What follows belongs to an exercise in optimizing a design on an open flow for a short achievable clock period and few clock cycles; a production flow would make more cautious choices.
RTL that was checked went through simulation tests only; none was proved equivalent to the original.
Only the layout flow was run in runs 1 and 2; the RTL was not checked for function there.
Power and IR drop assume default switching activity.

==> design/flow/design.v <==
`timescale 1ns / 1ps
module myCPU (
    input  wire         cpu_rst,
    input  wire         cpu_clk,
    output wire [15:0]  inst_addr,
    input  wire [31:0]  inst,
    output wire [31:0]  Bus_addr,
    input  wire [31:0]  Bus_rdata,
    output wire         Bus_we,
    output wire [31:0]  Bus_wdata,
    output wire         debug_wb_have_inst,
    output wire [31:0]  debug_wb_pc,
    output wire         debug_wb_ena,
    output wire [ 4:0]  debug_wb_reg,
    output wire [31:0]  debug_wb_value
);
    localparam BTB_N = 16;
    reg  [31:0] pc_f;
    reg         e_valid;         
    reg         e_have;          
    reg  [31:0] e_pc, e_pc4, e_imm;
    reg  [31:0] e_a_rf, e_b_rf;
    reg         e_aM, e_aW, e_aX, e_bM, e_bW, e_bX;
    reg         e_ld_dep;
    reg         e_wen, e_is_ld, e_is_st, e_is_br, e_is_jal, e_is_jalr;
    reg  [4:0]  e_rd;
    reg         e_use_imm;
    reg         e_r_add, e_r_sub, e_r_sll, e_r_srl, e_r_sra, e_r_xor, e_r_or, e_r_and, e_r_imm, e_r_link;
    reg         e_beq, e_bne, e_blt, e_bge;
    reg         e_pred;
    reg         m_have, m_wen, m_is_ld, m_st;
    reg  [4:0]  m_rd;
    reg  [31:0] m_res, m_sdata, m_pc;
    reg         w_have, w_wen;
    reg  [4:0]  w_rd;
    reg  [31:0] w_val, w_pc;
    reg  [31:0] x_val;
    reg  [31:0] rf [1:31];
    reg         btb_v   [0:BTB_N-1];
    reg  [1:0]  btb_c   [0:BTB_N-1];
    reg  [25:0] btb_tag [0:BTB_N-1];
    reg  [31:0] btb_tgt [0:BTB_N-1];
    wire [6:0] op  = inst[6:0];
    wire [2:0] f3  = inst[14:12];
    wire [4:0] rd  = inst[11:7];
    wire [4:0] rs1 = inst[19:15];
    wire [4:0] rs2 = inst[24:20];
    wire is_r    = (op == 7'b0110011);
    wire is_i    = (op == 7'b0010011);
    wire is_ld   = (op == 7'b0000011);
    wire is_st   = (op == 7'b0100011);
    wire is_br   = (op == 7'b1100011);
    wire is_lui  = (op == 7'b0110111);
    wire is_jal  = (op == 7'b1101111);
    wire is_jalr = (op == 7'b1100111);
    wire known   = is_r | is_i | is_ld | is_st | is_br | is_lui | is_jal | is_jalr;
    wire use1 = is_r | is_i | is_ld | is_st | is_br | is_jalr;
    wire use2 = is_r | is_st | is_br;
    wire wen  = is_r | is_i | is_ld | is_lui | is_jal | is_jalr;
    wire [31:0] imm_i = {{20{inst[31]}}, inst[31:20]};
    wire [31:0] imm_s = {{20{inst[31]}}, inst[31:25], inst[11:7]};
    wire [31:0] imm_b = {{20{inst[31]}}, inst[7], inst[30:25], inst[11:8], 1'b0};
    wire [31:0] imm_u = {inst[31:12], 12'b0};
    wire [31:0] imm_j = {{12{inst[31]}}, inst[19:12], inst[20], inst[30:21], 1'b0};
    wire [31:0] imm   = ({32{is_i | is_ld | is_jalr}} & imm_i) |
                        ({32{is_st}}  & imm_s) |
                        ({32{is_br}}  & imm_b) |
                        ({32{is_lui}} & imm_u) |
                        ({32{is_jal}} & imm_j);
    wire ri   = is_r | is_i;
    wire f_add = (ri & f3 == 3'b000 & ~(is_r & inst[30])) | is_ld | is_st;
    wire f_sub = is_r & f3 == 3'b000 & inst[30];
    wire f_sll = ri & f3 == 3'b001;
    wire f_srl = ri & f3 == 3'b101 & ~inst[30];
    wire f_sra = ri & f3 == 3'b101 & inst[30];
    wire f_xor = ri & f3 == 3'b100;
    wire f_or  = ri & f3 == 3'b110;
    wire f_and = ri & (f3 == 3'b111 | f3 == 3'b010 | f3 == 3'b011);
    wire f_bne = f3 == 3'b001;
    wire f_blt = f3 == 3'b100;
    wire f_bge = f3 == 3'b101;
    wire f_beq = ~(f_bne | f_blt | f_bge);
    wire [31:0] rf_a = (rs1 == 5'd0) ? 32'd0 : rf[rs1];
    wire [31:0] rf_b = (rs2 == 5'd0) ? 32'd0 : rf[rs2];
    wire e_w = e_valid & e_wen & (e_rd != 5'd0);
    wire m_w = m_wen & (m_rd != 5'd0);
    wire hitE_a = e_w & (e_rd == rs1);
    wire hitE_b = e_w & (e_rd == rs2);
    wire hitM_a = m_w & (m_rd == rs1);
    wire hitM_b = m_w & (m_rd == rs2);
    wire ld_dep = e_is_ld & ((hitE_a & use1) | (hitE_b & use2));
    wire [3:0]  fi = pc_f[5:2];
    wire        f_pred = btb_v[fi] & (btb_tag[fi] == pc_f[31:6]) & btb_c[fi][1];
    wire [31:0] pc_f4 = pc_f + 32'd4;
    wire [31:0] srcA = ({32{e_aM}} & m_res) | ({32{e_aW}} & w_val) | ({32{e_aX}} & x_val) |
                       ({32{~(e_aM | e_aW | e_aX)}} & e_a_rf);
    wire [31:0] srcB = ({32{e_bM}} & m_res) | ({32{e_bW}} & w_val) | ({32{e_bX}} & x_val) |
                       ({32{~(e_bM | e_bW | e_bX)}} & e_b_rf);
    wire [31:0] opB  = e_use_imm ? e_imm : srcB;
    wire [4:0]  sh   = opB[4:0];
    wire [31:0] sra_v = $signed(srcA) >>> sh;
    wire [31:0] sum  = srcA + opB;
    wire [31:0] dif  = srcA - srcB;
    wire [31:0] res  = ({32{e_r_add}}  & sum) |
                       ({32{e_r_sub}}  & dif) |
                       ({32{e_r_sll}}  & (srcA << sh)) |
                       ({32{e_r_srl}}  & (srcA >> sh)) |
                       ({32{e_r_sra}}  & sra_v) |
                       ({32{e_r_xor}}  & (srcA ^ opB)) |
                       ({32{e_r_or}}   & (srcA | opB)) |
                       ({32{e_r_and}}  & (srcA & opB)) |
                       ({32{e_r_imm}}  & e_imm) |
                       ({32{e_r_link}} & e_pc4);
    wire eq = (srcA == srcB);
    wire lt = ($signed(srcA) < $signed(srcB));
    wire br_taken = (e_beq & eq) | (e_bne & ~eq) | (e_blt & lt) | (e_bge & ~lt);
    wire stall = e_valid & e_ld_dep;
    wire go    = e_valid & ~e_ld_dep;
    wire taken = e_is_jal | e_is_jalr | (e_is_br & br_taken);
    wire mispredict = go & (e_is_jalr | (taken ^ e_pred));
    wire [31:0] btgt = e_pc + e_imm;
    wire [31:0] redirect_pc = e_is_jalr ? sum : (taken ? btgt : e_pc4);
    wire [31:0] npc = mispredict ? redirect_pc :
                      stall      ? pc_f :
                      f_pred     ? btb_tgt[fi] : pc_f4;
    wire [3:0] ei = e_pc[5:2];
    wire       e_btb_hit = btb_v[ei] & (btb_tag[ei] == e_pc[31:6]);
    wire [1:0] e_c = btb_c[ei];
    wire [31:0] m_val = m_is_ld ? Bus_rdata : m_res;
    always @(posedge cpu_clk or posedge cpu_rst) begin
        if (cpu_rst) pc_f <= 32'd0;
        else         pc_f <= npc;
    end
    always @(posedge cpu_clk or posedge cpu_rst) begin
        if (cpu_rst) begin
            e_valid <= 1'b0; e_have <= 1'b0; e_wen <= 1'b0; e_pred <= 1'b0;
            e_is_ld <= 1'b0; e_is_st <= 1'b0; e_is_br <= 1'b0; e_is_jal <= 1'b0; e_is_jalr <= 1'b0;
            e_ld_dep <= 1'b0;
            e_aM <= 1'b0; e_aW <= 1'b0; e_aX <= 1'b0;
            e_bM <= 1'b0; e_bW <= 1'b0; e_bX <= 1'b0;
        end else if (mispredict) begin
            e_valid <= 1'b0; e_have <= 1'b0; e_wen <= 1'b0; e_pred <= 1'b0;
            e_is_ld <= 1'b0; e_is_st <= 1'b0; e_is_br <= 1'b0; e_is_jal <= 1'b0; e_is_jalr <= 1'b0;
            e_ld_dep <= 1'b0;
        end else if (stall) begin
            e_ld_dep <= 1'b0;
            e_aM <= 1'b0; e_aW <= e_aM; e_aX <= e_aW;
            e_bM <= 1'b0; e_bW <= e_bM; e_bX <= e_bW;
        end else begin
            e_valid   <= 1'b1;
            e_have    <= known;
            e_wen     <= wen;
            e_pred    <= f_pred;
            e_is_ld   <= is_ld;
            e_is_st   <= is_st;
            e_is_br   <= is_br;
            e_is_jal  <= is_jal;
            e_is_jalr <= is_jalr;
            e_ld_dep  <= ld_dep;
            e_aM <= hitE_a; e_aW <= ~hitE_a & hitM_a; e_aX <= 1'b0;
            e_bM <= hitE_b; e_bW <= ~hitE_b & hitM_b; e_bX <= 1'b0;
        end
    end
    always @(posedge cpu_clk) begin
        if (~stall) begin
            e_pc      <= pc_f;
            e_pc4     <= pc_f4;
            e_imm     <= imm;
            e_a_rf    <= rf_a;
            e_b_rf    <= rf_b;
            e_rd      <= rd;
            e_use_imm <= is_i | is_ld | is_st | is_jalr;
            e_r_add   <= f_add;
            e_r_sub   <= f_sub;
            e_r_sll   <= f_sll;
            e_r_srl   <= f_srl;
            e_r_sra   <= f_sra;
            e_r_xor   <= f_xor;
            e_r_or    <= f_or;
            e_r_and   <= f_and;
            e_r_imm   <= is_lui;
            e_r_link  <= is_jal | is_jalr;
            e_beq     <= f_beq;
            e_bne     <= f_bne;
            e_blt     <= f_blt;
            e_bge     <= f_bge;
        end
    end
    always @(posedge cpu_clk or posedge cpu_rst) begin
        if (cpu_rst) begin
            m_have <= 1'b0; m_wen <= 1'b0; m_is_ld <= 1'b0; m_st <= 1'b0;
        end else begin
            m_have  <= go & e_have;
            m_wen   <= go & e_wen;
            m_is_ld <= e_is_ld;
            m_st    <= go & e_is_st;
        end
    end
    always @(posedge cpu_clk) begin
        m_rd    <= e_rd;
        m_res   <= res;
        m_sdata <= srcB;
        m_pc    <= e_pc;
    end
    always @(posedge cpu_clk or posedge cpu_rst) begin
        if (cpu_rst) begin
            w_have <= 1'b0; w_wen <= 1'b0;
        end else begin
            w_have <= m_have;
            w_wen  <= m_wen;
        end
    end
    always @(posedge cpu_clk) begin
        w_rd  <= m_rd;
        w_val <= m_val;
        w_pc  <= m_pc;
        x_val <= w_val;
    end
    integer i;
    always @(posedge cpu_clk or posedge cpu_rst) begin
        if (cpu_rst) begin
            for (i = 1; i < 32; i = i + 1) rf[i] <= 32'd0;
        end else if (m_w) begin
            rf[m_rd] <= m_val;
        end
    end
    integer j;
    always @(posedge cpu_clk or posedge cpu_rst) begin
        if (cpu_rst) begin
            for (j = 0; j < BTB_N; j = j + 1) btb_v[j] <= 1'b0;
        end else if (go & taken & ~e_is_jalr) begin
            btb_v[ei] <= 1'b1;
        end
    end
    always @(posedge cpu_clk) begin
        if (go & (e_is_br | e_is_jal)) begin
            if (taken) begin
                btb_tag[ei] <= e_pc[31:6];
                btb_tgt[ei] <= btgt;
                btb_c[ei]   <= ~e_btb_hit ? 2'b10 : (e_c == 2'b11 ? 2'b11 : e_c + 2'b01);
            end else if (e_btb_hit) begin
                btb_c[ei]   <= (e_c == 2'b00) ? 2'b00 : e_c - 2'b01;
            end
        end
    end
    assign inst_addr = pc_f[17:2];
    assign Bus_addr  = m_res;
    assign Bus_we    = m_st;
    assign Bus_wdata = m_sdata;
    assign debug_wb_have_inst = w_have;
    assign debug_wb_pc        = w_pc;
    assign debug_wb_ena       = w_wen;
    assign debug_wb_reg       = w_rd;
    assign debug_wb_value     = w_val;
endmodule
==> design/flow/constraint.sdc <==
create_clock -name core_clock -period 7.5 [get_ports {cpu_clk}]
set_input_delay 1.5000 -clock core_clock [delete_from_list [all_inputs] [get_ports {cpu_clk}]]
set_output_delay 1.5000 -clock core_clock [all_outputs]
set_load 0.01 [all_outputs]
==> design/flow/run.sh <==
#!/bin/bash
# synth_recipe.tcl (not shown) runs the flow's synth.tcl, then flattens the netlist and writes it again
# the make line also repeats each setting of config.mk as NAME=value (left out here)
make -C /OpenROAD-flow-scripts/flow DESIGN_CONFIG=/design/flow/config.mk WORK_HOME=/design/flow/orfs CLKGATE_MAP_FILE= SYNTH_SCRIPT=/design/flow/synth_recipe.tcl finish
==> design/flow/config.mk <==
export PLATFORM = sky130hd
export DESIGN_NAME = myCPU
export DESIGN_NICKNAME = myCPU
export VERILOG_FILES = /design/flow/design.v
export SDC_FILE = /design/flow/constraint.sdc
export NUM_CORES = 4
export LEC_CHECK = 0
export CAP_MARGIN = 20
export CORE_MARGIN = 2
export CORE_UTILIZATION = 30
export PLACE_DENSITY = 0.5
export SLEW_MARGIN = 20
==> impl_metrics.ini, run 1 <==
[route]
wl_per_cell_um = 35.8
wl_mm = 533
drt_iter0_drc = 14800
drc = 0
avgViaCountPerCell = 6.12
antenna_left = 0
detail_route.first_pass.iterations = 11
vias = 90900

[timing]
worst_pin_slew_ns = 1.32
setup_viol = 0
period_share_pct = 89.0
rsz0062_at_grt = no
finalHoldViolCount = 0
fmax_mhz = 150
slew_violations = 0
relSlewSlack_pct = 11.2
finalClockSkew_ns = 0.0658
fin_crit_ns = 6.67

[die]
start_util_pct = 30.2
die_y_um = 619
ios = 218
dieArea_sq_um = 383000
num_rows = 225
die_x_um = 619
core-area_sq_um = 376000

[synthesis]
ys_seq_elements = 2406
ys_warn_count = 3
syn_inst = 9581
synth-edff-count = 1138
syn-num-nets = 9782
ys_types = 86
seq_area_frac_synth_pct = 57.2
yosysMostFrequentCell = edfxtp_1
ys_top_cells_by_area = edfxtp_1 (30%), dfrtp_1 (23%), mux4_2 (8.4%)
synthArstFlopShare_pct = 44.1
ys.flop_type = edfxtp_1
synth_top_area_cell = edfxtp_1
synth_top_area_share_pct = 30.1
netlist_top_cells_count = edfxtp_1 (1,138), dfrtp_1 (1,062), a21oi_1 (912)
synth.avg_cell_area_sq_um = 11.8
mappedNetlistArea_sq_um = 113000

[grt]
grt_pass1_vias = 87800
grt_first_pass_wirelength_mm = 730
grt_max_degree = 168
antenna_found_initial = 32
overflow = 0
gr-usage-all-layers_pct = 27.1

[setup_path]
cpMaxStageDelayCell = nor2_4
required_ns = 8.01
cp-end-kind = flop
path_cells = or4b_2 -> and2_1 -> fa_1 -> nand3_1 -> a21oi_1 -> o31a_1 -> o311a_1 -> o221a_1 -> nor3_2 -> nand2_1 -> nor2_4 -> buf_4
path_max_fanout = 39
crit_path_start_kind = flop
critPathArrivalTime_ns = 7.18
slowest_delay_ns = 0.97
crit_type = reg2reg

[layout]
finalCoreUtilization_pct = 35.3
drive_gt1_share_pct = 14.8
fin_area_sq_um = 133000
fillCellCount = 37000
syn_to_final_growth_pct = 16.9
nNetsFinal = 9841

[clock_network]
cts.clk_slew.worst_paths_ns = 0.06
cts_tree = yes
cts-root-buf = clkbuf_16
insertion_delay_ns = 0.94
cts.sinks = 2406
post_cts_buffers = 0
h-tree-depth = 5
postCtsResizedCells = 0
cts_hold_buf = 0
cts_buffers = 275
cts_max_path_buffers = 4

[placed_design]
hpwl_mm = 352
portBuffers = 217
gp_congestion = 0.970
post_dp_cell_area_sq_um = 123000

[power_and_ir_drop]
powerDensity_nw_per_um2 = 301
peakVddDrop_v = 0.000261
p_leak_nw = 49.4
power_mw = 40.0

[worst_hold_path]
hold_class = reg2reg

[status]
outcome = timing/DRC/antenna clean

[job]
drv_cap = 0
==> worst paths after layout <==
path / slack, ns / end / cells after the start / startpoint
worst max-delay path: 0.83 / btb_tgt[7][30] / 12 / e_bM
worst min-delay path: 0.32 / w_pc[8] / 0 / m_pc[8]
worst max register to register: 0.83 / btb_tgt[7][30] / 12 / e_bM
worst min register to register: 0.32 / w_pc[8] / 0 / m_pc[8]
max in group asynchronous: 4.68 / rf[21][22] / 4 / cpu_rst
min in group asynchronous: 1.12 / rf[12][18] / 2 / cpu_rst
==> critical path, delay by kind of cell (launching register included) <==
kind	cells	cell delay [ns]
AND/OR/NAND/NOR	6	2.91
AO/OA/AOI/OAI	4	1.18
flip-flops	1	0.82
buffers and inverters	1	0.76
adder cells (fa/ha/maj)	1	0.47
==> logic make-up (layout without fill, tap and decap cells) <==
| family | count (synthesis) | in the layout | synth area share, % |
|---|---|---|---|
| adders and majority gates | 135 | 135 | 1.51 |
| muxes | 690 | 690 | 10.8 |
| DFF | 2406 | 2406 | 57.2 |
| other | 0 | 14 | 0 |
| buffers and inverters | 987 | 1260 | 3.42 |
| and+or+nand+nor | 2300 | 2300 | 8.73 |
| xor gates and xnor gates | 188 | 188 | 1.45 |
| AOI/OAI and AO/OA | 2875 | 2875 | 16.9 |
==> placed cells by master, fill, tap and decap left out, drive strengths merged, types with 20 or more instances in the layout <==
master	synthesis	final
a211oi	33	33
a21o	66	66
a21oi	912	912
a221o	43	43
a221oi	263	263
a222oi	122	122
a22o	288	288
a22oi	361	361
a31oi	24	24
and2	20	20
buf	153	377
clkbuf	658	379
clkdlybuf4s50	0	215
clkinv	5	79
dfrtp	1062	1062
dfxtp	206	206
edfxtp	1138	1138
ha	132	132
inv	171	182
mux2	44	44
mux2i	225	225
mux4	421	421
nand2	814	814
nand2b	32	32
nand3	154	154
nand4	163	163
nor2	874	874
nor2b	34	34
nor3	109	109
o2111ai	21	21
o211ai	38	38
o21a	21	21
o21ai	526	526
o21bai	33	33
xnor2	105	105
xor2	83	83
==> metrics by stage <==
step	TNS, ns	cells	hold WS [ns]	setup WS (ns)
after detailed placement	0	14300	0.312	0.884
after floorplan	-9181.48	9581	0.310	-8.65
final	0	14900	0.325	0.828
after global routing	0	14800	0.329	0.648
after global placement	0	14300	0.310	0.921
after CTS	0	14800	0.325	0.848
==> routing by layer <==
layer / GRT usage, % / share of wire, % / vias to the layer above
met4: 17.5 / 7.9 / 16
met5: 0.126 / 0.028 / -
met1: 32.5 / 36 / 46100
met2: 43.4 / 46 / 6205
met3: 6.67 / 9.9 / 1885
li1: - / - / 36800
==> power breakdown <==
group | internal, mW | leakage (nW) | switching (mW) | total (mW)
sequential | 14.9 | 23.0 | 1.34 | 16.2
clock | 7.74 | 4.30 | 5.77 | 13.5
combinational | 4.07 | 22.2 | 6.15 | 10.2
total | 26.7 | 49.4 | 13.3 | 40.0
==> final cells by class <==
class	count	area, sq um	area share [%]
multi-input cells	6188	46100	34.7
flip-flops and latches	2406	64900	48.9
well taps	4994	6250	4.71
inverters	176	674	0.508
clock inverters	113	1120	0.841
diodes	14	35.0	0.0264
repair buffers	593	5850	4.41
clock buffers	378	7760	5.85
==> sequential cells by signal, summed over array words and instances, names as in the netlist, 5 cells and up, named ones only <==
signal / flops
btb_tgt: 512
e_b_rf: 32
e_imm: 32
e_pc4: 30
btb_c: 32
pc_f: 32
x_val: 32
m_pc: 32
m_rd: 5
e_pc: 32
w_rd: 5
m_sdata: 32
btb_tag: 416
btb_v: 16
w_val: 32
m_res: 32
e_rd: 5
rf: 992
e_a_rf: 32
w_pc: 32
==> run 2: changes to the inputs <==
--- a/design/flow/config.mk
+++ b/design/flow/config.mk
@@ -5,8 +5,10 @@
 export SDC_FILE = /design/flow/constraint.sdc
 export NUM_CORES = 4
 export LEC_CHECK = 0
+export ABC_CLOCK_PERIOD_IN_PS = 3000
 export CAP_MARGIN = 20
 export CORE_MARGIN = 2
 export CORE_UTILIZATION = 30
 export PLACE_DENSITY = 0.5
+export SETUP_SLACK_MARGIN = 4.5
 export SLEW_MARGIN = 20
==> run 2 against run 1 <==
  * Via count increased by 8.4%
  * Sequential power about the same
  * Clock skew decreased by 0.0094 ns
  * First-iteration DRC count increased by 15%
  * Critical path type unchanged
  * Critical endpoint is now btb_tgt[14][14]
  * Largest power group unchanged
  * Highest routed layer unchanged
==> impl_metrics.ini, run 2 <==
[timing]
setup-tns-final_ns = 0
finalClockSkew_ns = 0.0564
fin_crit_ns = 4.89
relSlewSlack_pct = 15.9
setup_viol = 0
worst_pin_slew_ns = 1.26
slew_violations = 0
fmax_mhz = 205
period_share_pct = 65.2
finalHoldViolCount = 0
rsz0062_at_grt = yes

[setup_path]
cp.depth = 22
crit_family = buffers and inverters
cpMaxStageDelayCell = dfrtp_4
reg2reg_depth = 22
crit_path_start_kind = flop
path_cells = buf_12 -> buf_6 -> or4b_4 -> and2_4 -> buf_4 -> ha_4 -> nand4_1 -> nor3_4 -> a31o_2 -> nand3_1 -> a2111oi_4 -> buf_4 -> nor3_4 -> buf_12 -> nand2_8 -> buf_12 -> buf_8 -> nor2_4 -> buf_12 -> buf_12 -> buf_12 -> buf_16
path_max_fanout = 6
cpMostUsedCell = buf_12
critPathArrivalTime_ns = 5.57
cp-end-kind = flop
crit_type = reg2reg
critPathBufInv = 11
required_ns = 8.18
slowest_delay_ns = 0.55

[clock_network]
cts.sinks = 2406
insertion_delay_ns = 0.95
cts.clk_slew.worst_paths_ns = 0.06
cts_hold_buf = 0
cts_buffers = 274
cts_tree = yes
cts_max_path_buffers = 4
h-tree-depth = 5
cts-root-buf = clkbuf_16

[synthesis]
netlist_top_cells_count = edfxtp_1 (1,138), dfrtp_1 (1,062), a21oi_1 (912)
ys_top_cells_by_area = edfxtp_1 (30%), dfrtp_1 (23%), mux4_2 (8.4%)
synth_top_area_cell = edfxtp_1
ys_warn_count = 3
synth_top_area_share_pct = 30.1
syn_inst = 9581
ys_types = 86
syn-num-nets = 9782
ys.flop_type = edfxtp_1
ys_seq_elements = 2406
synth-edff-count = 1138
synthArstFlopShare_pct = 44.1
synth.avg_cell_area_sq_um = 11.8
mappedNetlistArea_sq_um = 113000
yosysMostFrequentCell = edfxtp_1
seq_area_frac_synth_pct = 57.2

[route]
drc = 0
wl_mm = 601
vias = 98500
antenna_left = 0
avgViaCountPerCell = 6.26
detail_route.first_pass.iterations = 13
wl_per_cell_um = 38.2
drt_iter0_drc = 17100

[grt]
busiest_layer = met2
grt_first_pass_wirelength_mm = 792
grt_max_degree = 134
use_met1_pct = 35.3
gr-usage-all-layers_pct = 29.7
grt_use_met2_pct = 46.3
overflow = 0
grt_pass1_vias = 93300
use_met3_pct = 9.05
antenna_found_initial = 33

[placed_design]
hpwl_mm = 349
gp_congestion = 0.967
place_inst = 14400
portBuffers = 217

[power_and_ir_drop]
power_mw = 42.9
p_leak_nw = 56.8
powerDensity_nw_per_um2 = 288
peakVddDrop_v = 0.000262

[die]
dieArea_sq_um = 383000
num_rows = 225
start_util_pct = 30.2
die_y_um = 619
core-area_sq_um = 376000
die_x_um = 619
ios = 218

[layout]
reg_top3 = rf (992), btb_tgt (512), btb_tag (416)
top_register = rf
drive_gt1_share_pct = 28.5
syn_to_final_growth_pct = 31.2
final_common_cell = edfxtp_1
final_cell_count_no_fill = 15700
nNetsFinal = 10700
fillCellCount = 35300
largest_reg_flops = 992
final_cell_mix = edfxtp_1 (1,138), dfrtp_1 (1,040), a21oi_1 (874)
multi_input_area_sq_um = 49900
final-seq-area_sq_um = 65300

[worst_hold_path]
hold_class = reg2reg
hold_depth = 0

[job]
drv_cap = 0

[status]
outcome = timing/DRC/antenna clean
run 2: cell counts after synthesis:
Identical to the previous run, type by type.
run 2: worst register-to-register path: cells and delay by family, from the launching register on:
family | cells | cell delay (ns)
buffers and inverters | 11 | 1.62
and+or+nand+nor | 8 | 1.55
AOI/OAI and AO/OA | 2 | 0.64
DFF | 1 | 0.55
adders and majority gates | 1 | 0.25
run 2: worst paths after layout:
kind                               start         endpoint  slack (ns)
worst min-delay path            m_pc[31]         w_pc[31]        0.32
max in group asynchronous        cpu_rst         rf[5][2]        4.82
worst max-delay path                e_bM  btb_tgt[14][14]        2.61
worst max register to register      e_bM  btb_tgt[14][14]        2.61
worst min register to register  m_pc[31]         w_pc[31]        0.32
min in group asynchronous        cpu_rst       rf[28][19]        1.02
run 2: what timing repair did:
item                       4_1_cts  5_1_grt
cloned                         109       45
pin swaps                      212      207
resized for setup             1756      504
setup endpoints to repair     2113     1780
setup buffers                  489      208
run 2: kinds of logic after synthesis:
| group | count (synthesis) | share of synthesized area [%] |
|---|---|---|
| XOR/XNOR | 188 | 1.45 |
| adder cells (fa/ha/maj) | 135 | 1.51 |
| AND/OR/NAND/NOR | 2300 | 8.73 |
| multiplexers | 690 | 10.8 |
| flip-flops | 2406 | 57.2 |
| buffers and inverters | 987 | 3.42 |
| AO/OA/AOI/OAI | 2875 | 16.9 |
run 2: cell type report:
cell class	instances	area share, %
multi-input cells	6211	33.5
clock buffers	362	5.09
inverters	176	0.469
clock inverters	125	1.04
flip-flops and latches	2406	43.8
repair buffers	1430	11.8
well taps	4994	4.20
diodes	23	0.0387
repair inverters	3	0.0319
run 2: per-layer routing:
| layer | vias to the layer above | share of wire (%) |
|---|---|---|
| li1 | 38600 | - |
| met2 | 7951 | 44 |
| met4 | 20 | 9.3 |
| met3 | 2461 | 12 |
| met1 | 49500 | 35 |
| met5 | - | 0.045 |
run 2: where the power goes:
group          switching [mW]  total, mW  internal, mW  leakage (nW)
logic                    7.52       12.9          5.39          29.3
clock network            5.88       14.0          8.16          4.46
registers                1.03       15.9          14.9          23.0
run 2: metrics by stage:
step / area, sq um / hold WS (ns) / utilization, % / worst slack (ns)
finish: 149000 / 0.324 / 39.6 / 2.61
global route: 149000 / 0.329 / 39.6 / 2.56
CTS: 144000 / 0.326 / 38.2 / 2.70
detailed placement: 124000 / 0.312 / 32.9 / 1.34
global placement: 123000 / 0.311 / 32.8 / 1.42
floorplan: 114000 / 0.310 / - / -8.65
==> run 3: changes to the inputs <==
--- a/design/flow/design.v
+++ b/design/flow/design.v
@@ -14,15 +14,15 @@
     output wire [ 4:0]  debug_wb_reg,
     output wire [31:0]  debug_wb_value
 );
-    localparam BTB_N = 16;
+    localparam BHT_N = 64;
     reg  [31:0] pc_f;
     reg         e_valid;         
     reg         e_have;          
-    reg  [31:0] e_pc, e_pc4, e_imm;
+    reg  [31:0] e_pc, e_pc4, e_imm, e_alt;
     reg  [31:0] e_a_rf, e_b_rf;
     reg         e_aM, e_aW, e_aX, e_bM, e_bW, e_bX;
     reg         e_ld_dep;
-    reg         e_wen, e_is_ld, e_is_st, e_is_br, e_is_jal, e_is_jalr;
+    reg         e_wen, e_is_ld, e_is_st, e_is_br, e_is_jalr;
     reg  [4:0]  e_rd;
     reg         e_use_imm;
     reg         e_r_add, e_r_sub, e_r_sll, e_r_srl, e_r_sra, e_r_xor, e_r_or, e_r_and, e_r_imm, e_r_link;
@@ -36,10 +36,11 @@
     reg  [31:0] w_val, w_pc;
     reg  [31:0] x_val;
     reg  [31:0] rf [1:31];
-    reg         btb_v   [0:BTB_N-1];
-    reg  [1:0]  btb_c   [0:BTB_N-1];
-    reg  [25:0] btb_tag [0:BTB_N-1];
-    reg  [31:0] btb_tgt [0:BTB_N-1];
+    reg         bht_v   [0:BHT_N-1];
+    reg  [1:0]  bht_c   [0:BHT_N-1];
+    reg  [3:0]  bht_tag [0:BHT_N-1];
+    reg         u_en, u_taken;
+    reg  [9:0]  u_pc;
     wire [6:0] op  = inst[6:0];
     wire [2:0] f3  = inst[14:12];
     wire [4:0] rd  = inst[11:7];
@@ -64,9 +65,7 @@
     wire [31:0] imm_j = {{12{inst[31]}}, inst[19:12], inst[20], inst[30:21], 1'b0};
     wire [31:0] imm   = ({32{is_i | is_ld | is_jalr}} & imm_i) |
                         ({32{is_st}}  & imm_s) |
-                        ({32{is_br}}  & imm_b) |
-                        ({32{is_lui}} & imm_u) |
-                        ({32{is_jal}} & imm_j);
+                        ({32{is_lui}} & imm_u);
     wire ri   = is_r | is_i;
     wire f_add = (ri & f3 == 3'b000 & ~(is_r & inst[30])) | is_ld | is_st;
     wire f_sub = is_r & f3 == 3'b000 & inst[30];
@@ -80,6 +79,8 @@
     wire f_blt = f3 == 3'b100;
     wire f_bge = f3 == 3'b101;
     wire f_beq = ~(f_bne | f_blt | f_bge);
+    wire br_eff  = is_br & (imm_b != 32'd4);
+    wire br_same = (rs1 == rs2);
     wire [31:0] rf_a = (rs1 == 5'd0) ? 32'd0 : rf[rs1];
     wire [31:0] rf_b = (rs2 == 5'd0) ? 32'd0 : rf[rs2];
     wire e_w = e_valid & e_wen & (e_rd != 5'd0);
@@ -89,9 +90,16 @@
     wire hitM_a = m_w & (m_rd == rs1);
     wire hitM_b = m_w & (m_rd == rs2);
     wire ld_dep = e_is_ld & ((hitE_a & use1) | (hitE_b & use2));
-    wire [3:0]  fi = pc_f[5:2];
-    wire        f_pred = btb_v[fi] & (btb_tag[fi] == pc_f[31:6]) & btb_c[fi][1];
-    wire [31:0] pc_f4 = pc_f + 32'd4;
+    wire [5:0]  fi = pc_f[7:2];
+    wire        bht_hit = bht_v[fi] & (bht_tag[fi] == pc_f[11:8]);
+    wire        bht_taken = bht_c[fi][1];
+    wire        br_pred = br_same ? (f_beq | f_bge) :
+                          bht_hit ? bht_taken : inst[31];      
+    wire        f_pred = is_jal | (br_eff & br_pred);
+    wire [31:0] pc_f4  = pc_f + 32'd4;
+    wire [31:0] tgt_b  = pc_f + imm_b;
+    wire [31:0] tgt_j  = pc_f + imm_j;
+    wire [31:0] f_tgt  = is_jal ? tgt_j : tgt_b;
     wire [31:0] srcA = ({32{e_aM}} & m_res) | ({32{e_aW}} & w_val) | ({32{e_aX}} & x_val) |
                        ({32{~(e_aM | e_aW | e_aX)}} & e_a_rf);
     wire [31:0] srcB = ({32{e_bM}} & m_res) | ({32{e_bW}} & w_val) | ({32{e_bX}} & x_val) |
@@ -116,16 +124,11 @@
     wire br_taken = (e_beq & eq) | (e_bne & ~eq) | (e_blt & lt) | (e_bge & ~lt);
     wire stall = e_valid & e_ld_dep;
     wire go    = e_valid & ~e_ld_dep;
-    wire taken = e_is_jal | e_is_jalr | (e_is_br & br_taken);
-    wire mispredict = go & (e_is_jalr | (taken ^ e_pred));
-    wire [31:0] btgt = e_pc + e_imm;
-    wire [31:0] redirect_pc = e_is_jalr ? sum : (taken ? btgt : e_pc4);
+    wire mispredict = go & (e_is_jalr | (e_is_br & (br_taken ^ e_pred)));
+    wire [31:0] redirect_pc = e_is_jalr ? sum : e_alt;
     wire [31:0] npc = mispredict ? redirect_pc :
                       stall      ? pc_f :
-                      f_pred     ? btb_tgt[fi] : pc_f4;
-    wire [3:0] ei = e_pc[5:2];
-    wire       e_btb_hit = btb_v[ei] & (btb_tag[ei] == e_pc[31:6]);
-    wire [1:0] e_c = btb_c[ei];
+                      f_pred     ? f_tgt : pc_f4;
     wire [31:0] m_val = m_is_ld ? Bus_rdata : m_res;
     always @(posedge cpu_clk or posedge cpu_rst) begin
         if (cpu_rst) pc_f <= 32'd0;
@@ -134,13 +137,13 @@
     always @(posedge cpu_clk or posedge cpu_rst) begin
         if (cpu_rst) begin
             e_valid <= 1'b0; e_have <= 1'b0; e_wen <= 1'b0; e_pred <= 1'b0;
-            e_is_ld <= 1'b0; e_is_st <= 1'b0; e_is_br <= 1'b0; e_is_jal <= 1'b0; e_is_jalr <= 1'b0;
+            e_is_ld <= 1'b0; e_is_st <= 1'b0; e_is_br <= 1'b0; e_is_jalr <= 1'b0;
             e_ld_dep <= 1'b0;
             e_aM <= 1'b0; e_aW <= 1'b0; e_aX <= 1'b0;
             e_bM <= 1'b0; e_bW <= 1'b0; e_bX <= 1'b0;
         end else if (mispredict) begin
             e_valid <= 1'b0; e_have <= 1'b0; e_wen <= 1'b0; e_pred <= 1'b0;
-            e_is_ld <= 1'b0; e_is_st <= 1'b0; e_is_br <= 1'b0; e_is_jal <= 1'b0; e_is_jalr <= 1'b0;
+            e_is_ld <= 1'b0; e_is_st <= 1'b0; e_is_br <= 1'b0; e_is_jalr <= 1'b0;
             e_ld_dep <= 1'b0;
         end else if (stall) begin
             e_ld_dep <= 1'b0;
@@ -153,8 +156,7 @@
             e_pred    <= f_pred;
             e_is_ld   <= is_ld;
             e_is_st   <= is_st;
-            e_is_br   <= is_br;
-            e_is_jal  <= is_jal;
+            e_is_br   <= br_eff;
             e_is_jalr <= is_jalr;
             e_ld_dep  <= ld_dep;
             e_aM <= hitE_a; e_aW <= ~hitE_a & hitM_a; e_aX <= 1'b0;
@@ -166,6 +168,7 @@
             e_pc      <= pc_f;
             e_pc4     <= pc_f4;
             e_imm     <= imm;
+            e_alt     <= f_pred ? pc_f4 : f_tgt;
             e_a_rf    <= rf_a;
             e_b_rf    <= rf_b;
             e_rd      <= rd;
@@ -224,23 +227,37 @@
             rf[m_rd] <= m_val;
         end
     end
+    always @(posedge cpu_clk or posedge cpu_rst) begin
+        if (cpu_rst) begin
+            u_en <= 1'b0;
+        end else begin
+            u_en <= go & e_is_br;
+        end
+    end
+    always @(posedge cpu_clk) begin
+        u_taken <= br_taken;
+        u_pc    <= e_pc[11:2];
+    end
+    wire [5:0] ui = u_pc[5:0];
+    wire       u_hit = bht_v[ui] & (bht_tag[ui] == u_pc[9:6]);
+    wire [1:0] u_c = bht_c[ui];
     integer j;
     always @(posedge cpu_clk or posedge cpu_rst) begin
         if (cpu_rst) begin
-            for (j = 0; j < BTB_N; j = j + 1) btb_v[j] <= 1'b0;
-        end else if (go & taken & ~e_is_jalr) begin
-            btb_v[ei] <= 1'b1;
-        end
-    end
-    always @(posedge cpu_clk) begin
-        if (go & (e_is_br | e_is_jal)) begin
-            if (taken) begin
-                btb_tag[ei] <= e_pc[31:6];
-                btb_tgt[ei] <= btgt;
-                btb_c[ei]   <= ~e_btb_hit ? 2'b10 : (e_c == 2'b11 ? 2'b11 : e_c + 2'b01);
-            end else if (e_btb_hit) begin
-                btb_c[ei]   <= (e_c == 2'b00) ? 2'b00 : e_c - 2'b01;
-            end
+            for (j = 0; j < BHT_N; j = j + 1) bht_v[j] <= 1'b0;
+        end else if (u_en) begin
+            bht_v[ui] <= 1'b1;
+        end
+    end
+    always @(posedge cpu_clk) begin
+        if (u_en) begin
+            bht_tag[ui] <= u_pc[9:6];
+            if (~u_hit)
+                bht_c[ui] <= u_taken ? 2'b10 : 2'b01;
+            else if (u_taken)
+                bht_c[ui] <= (u_c == 2'b11) ? 2'b11 : u_c + 2'b01;
+            else
+                bht_c[ui] <= (u_c == 2'b00) ? 2'b00 : u_c - 2'b01;
         end
     end
     assign inst_addr = pc_f[17:2];
==> run 3 against run 2 <==
  * Still clean
  * Combinational power rose by 16%
  * Clock power fell by 21%
  * Clock-buffer cell count fell by 72
  * First-iteration DRC count fell by 2.0%
  * Die area fell by 16%
  * Register-to-register slack improved by 0.17 ns
  * Worst setup slack improved by 0.17 ns
  * Via count fell by 6.6%
  * Cell count fell by 7.8%
  * Design area fell by 14%
  * Critical path type unchanged
  * Critical endpoint is now m_res[23]
  * Largest power group is now combinational cells
==> impl_metrics.ini, run 3 <==
[timing]
fin_hold_ws_ns = 0.321
slew_violations = 0
fin_crit_ns = 4.72
finalClockSkew_ns = 0.125
finalHoldViolCount = 0
relSlewSlack_pct = 17.6
worst_pin_slew_ns = 1.21
setup_slack_ns = 2.78
setup_viol = 0
rsz0062_at_grt = yes
period_share_pct = 62.9
fmax_mhz = 212
setup-tns-final_ns = 0

[synthesis]
syn_inst = 9280
ys.flop_type = dfrtp_1
synthArstFlopShare_pct = 58.2
netlist_top_cells_count = dfrtp_1 (1,110), nor2_1 (1,044), a21oi_1 (975)
synth-simple-area-share_pct = 12.0
syn-num-nets = 9480
synth_top_family_by_area = compound AO/OA/AOI/OAI gates
ys_seq_elements = 1906
synth_top_area_share_pct = 29.2
synthMuxAreaShare_pct = 6.93
synth-edff-count = 593
synth_top_area_cell = dfrtp_1
ys_top_cells_by_area = dfrtp_1 (29%), edfxtp_1 (19%), a21oi_1 (5.1%)
synth_compound_area_share_pct = 21.6
ys_types = 89
ys_warn_count = 3
yosysMostFrequentCell = dfrtp_1
mappedNetlistArea_sq_um = 95100
seq_area_frac_synth_pct = 52.2
synth.avg_cell_area_sq_um = 10.2
synthXorXnorAreaFrac_pct = 1.29
synthAdderAreaFrac_pct = 1.79

[clock_network]
cts.clk_slew.worst_paths_ns = 0.07
cts.sinks = 1906
h-tree-depth = 4
cts-root-buf = clkbuf_16
cts_buffers = 212
cts_hold_buf = 0
cts_max_path_buffers = 4
insertion_delay_ns = 0.95
cts_tree = yes

[power_and_ir_drop]
clkPwrFrac_pct = 28.3
swShare_pct = 36.6
p_leak_nw = 50.1
peakVddDrop_v = 0.000225
power_switching_mw = 14.3
cellInternalPower_mw = 24.8
powerDensity_nw_per_um2 = 304
p_seq_share_pct = 33.6
comb_power_share_pct = 38.1

[grt]
overflow = 0
grt_use_met2_pct = 44.6
use_met1_pct = 41.1
gr-usage-all-layers_pct = 31.6
busiest_layer = met2
antenna_found_initial = 31
grt_pass1_vias = 86500
use_met3_pct = 10.3
grt_first_pass_wirelength_mm = 718
grt_max_degree = 135

[setup_path]
crit_type = reg2reg
critPathArrivalTime_ns = 5.47
crit_path_start_kind = flop
path_max_fanout = 7
reg2reg_depth = 18
required_ns = 8.25
cp-end-kind = flop

[placed_design]
pre_cts_ws_ns = 0.911
gp_congestion = 0.987
place_inst = 13200
hpwl_mm = 320
portBuffers = 217

[route]
detail_route.first_pass.iterations = 15
vias = 92000
drc = 0
wl_per_cell_um = 36.8
drt_iter0_drc = 16800
avgViaCountPerCell = 6.34
wl_mm = 534
antenna_left = 0

[die]
dieArea_sq_um = 321000
core-area_sq_um = 315000
ios = 218
die_y_um = 567
start_util_pct = 30.2
num_rows = 206
die_x_um = 567

[layout]
top_register = rf
reg_top3 = rf (992), bht_tag (256), bht_c (128)
nNetsFinal = 10400
final_cell_mix = dfrtp_1 (1,093), nor2_1 (904), a21oi_1 (871)
largest_reg_flops = 992
finalCoreUtilization_pct = 40.8
syn_to_final_growth_pct = 35.2
drive_gt1_share_pct = 30.7
final_common_cell = dfrtp_1
final_cell_count_no_fill = 14500

[job]
drv_cap = 0

[worst_hold_path]
hold_class = reg2reg
hold_depth = 0

[status]
outcome = timing/DRC/antenna clean
-- run 3: changes by cell type in the layout (fill, tap and decap cells not counted), sizes merged, moves of 35 or more --
cell,previous run,this run
dfrtp,1062,1110
or2,17,75
a21oi,912,975
clkbuf,406,307
o21ai,526,574
buf,1306,1341
mux4,421,187
mux2i,234,176
a22oi,361,408
edfxtp,1138,593
nor2,883,1047
-- run 3: area by class of cell --
cell class	count	area, sq um
repair buffers	1461	16700
flip-flops and latches	1906	50000
diodes	26	65.1
inverters	192	766
fillers	30000	187000
clock buffers	290	6110
multi-input cells	6381	48600
well taps	4160	5200
clock inverters	94	1090
-- run 3: cell families after synthesis --
kind of cell / after synthesis
buffers and inverters: 1008
multiplexers: 416
XOR/XNOR: 140
AO/OA/AOI/OAI: 3071
flip-flops: 1906
AND/OR/NAND/NOR: 2605
adder cells (fa/ha/maj): 134
-- run 3: through the flow --
stage | power, mW | instance area (sq um)
floorplan | 19.1 | 95200
global placement | 23.3 | 103000
detailed placement | 23.3 | 103000
CTS | 37.6 | 123000
global route | 40.1 | 128000
finish | 39.0 | 129000
-- run 3: final timing paths --
path | startpoint | to | slack [ns]
worst min-delay path | m_pc[15] | w_pc[15] | 0.32
min in group asynchronous | cpu_rst | rf[26][5] | 1.22
worst max-delay path | e_bM | m_res[23] | 2.78
worst max register to register | e_bM | m_res[23] | 2.78
max in group asynchronous | cpu_rst | rf[12][19] | 4.96
worst min register to register | m_pc[15] | w_pc[15] | 0.32
-- run 3: metal layers --
metal,vias up,part of all wire [%]
li1,36600,-
met1,45700,37
met2,7573,41
met5,-,0.060
met3,2054,13
met4,20,8.5
-- run 3: power by group through the flow --
| stage | registers [mW] | logic (mW) | clock network [mW] |
|---|---|---|---|
| 2_1_floorplan | 13.0 | 6.11 | 0 |
| 3_3_place_gp | 13.5 | 9.75 | 0 |
| 3_5_place_dp | 13.5 | 9.80 | 0 |
| 4_1_cts | 13.0 | 13.5 | 11.1 |
| 5_1_grt | 13.2 | 15.4 | 11.5 |
| 6_report | 13.1 | 14.9 | 11.0 |
-- run 3: repair_timing --
action                                   CTS  global route
cloned                                    59            13
setup buffers                            619           223
resized for setup                       2103           678
pin swaps                                343           384
endpoints found under the setup margin   995           580
-- run 3: critical path, cell delays in order, from the launching register on --
cell and delay (ns):
dfrtp_4 0.56, buf_12 0.18, a222oi_1 0.38, nand2_1 0.21
mux2i_4 0.36, buf_12 0.16, ha_4 0.15, o21ai_0 0.10
o21bai_2 0.25, o211ai_1 0.13, buf_4 0.17, o211a_4 0.25
a2111o_1 0.44, o211a_4 0.21, buf_4 0.14, buf_6 0.13
xnor2_4 0.20, a221oi_4 0.41, o21ai_1 0.14
Testbench counts of run 3, summed over its fixed seeds: cycles 24,309.

==> afterwards: timing with drivers on the ports <==
No port has a modelled driver above. Below, the same layouts with a new extraction and two added sets of constraints.
Step 1 assumes that a clkbuf_16 drives the clock port and a buf_2 every other input.
Step 2, shift: input delay + t, output delay - t, t = (earliest + latest rising clock arrival at the registers) / 2. This alone moves slack from input paths to output paths.
a / b / c = ideal / step 1 / step 2; a / b = the first two.
run	t (ns)	setup WS [ns]	latest minus earliest clock arrival (ns)	pins driven straight from the clock port
run 1	0.996	0.828 / 0.828 / 0.828	0.076 / 0.077	1
run 2	1.035	2.611 / 2.611 / 2.611	0.064 / 0.064	1
run 3	0.990	2.779 / 2.779 / 2.282	0.137 / 0.137	1
After both steps every run listed still meets setup and hold. For run 3, which loses most, drivers alone change the setup slack by 0.000 ns; drivers and shift together by -0.497 ns.
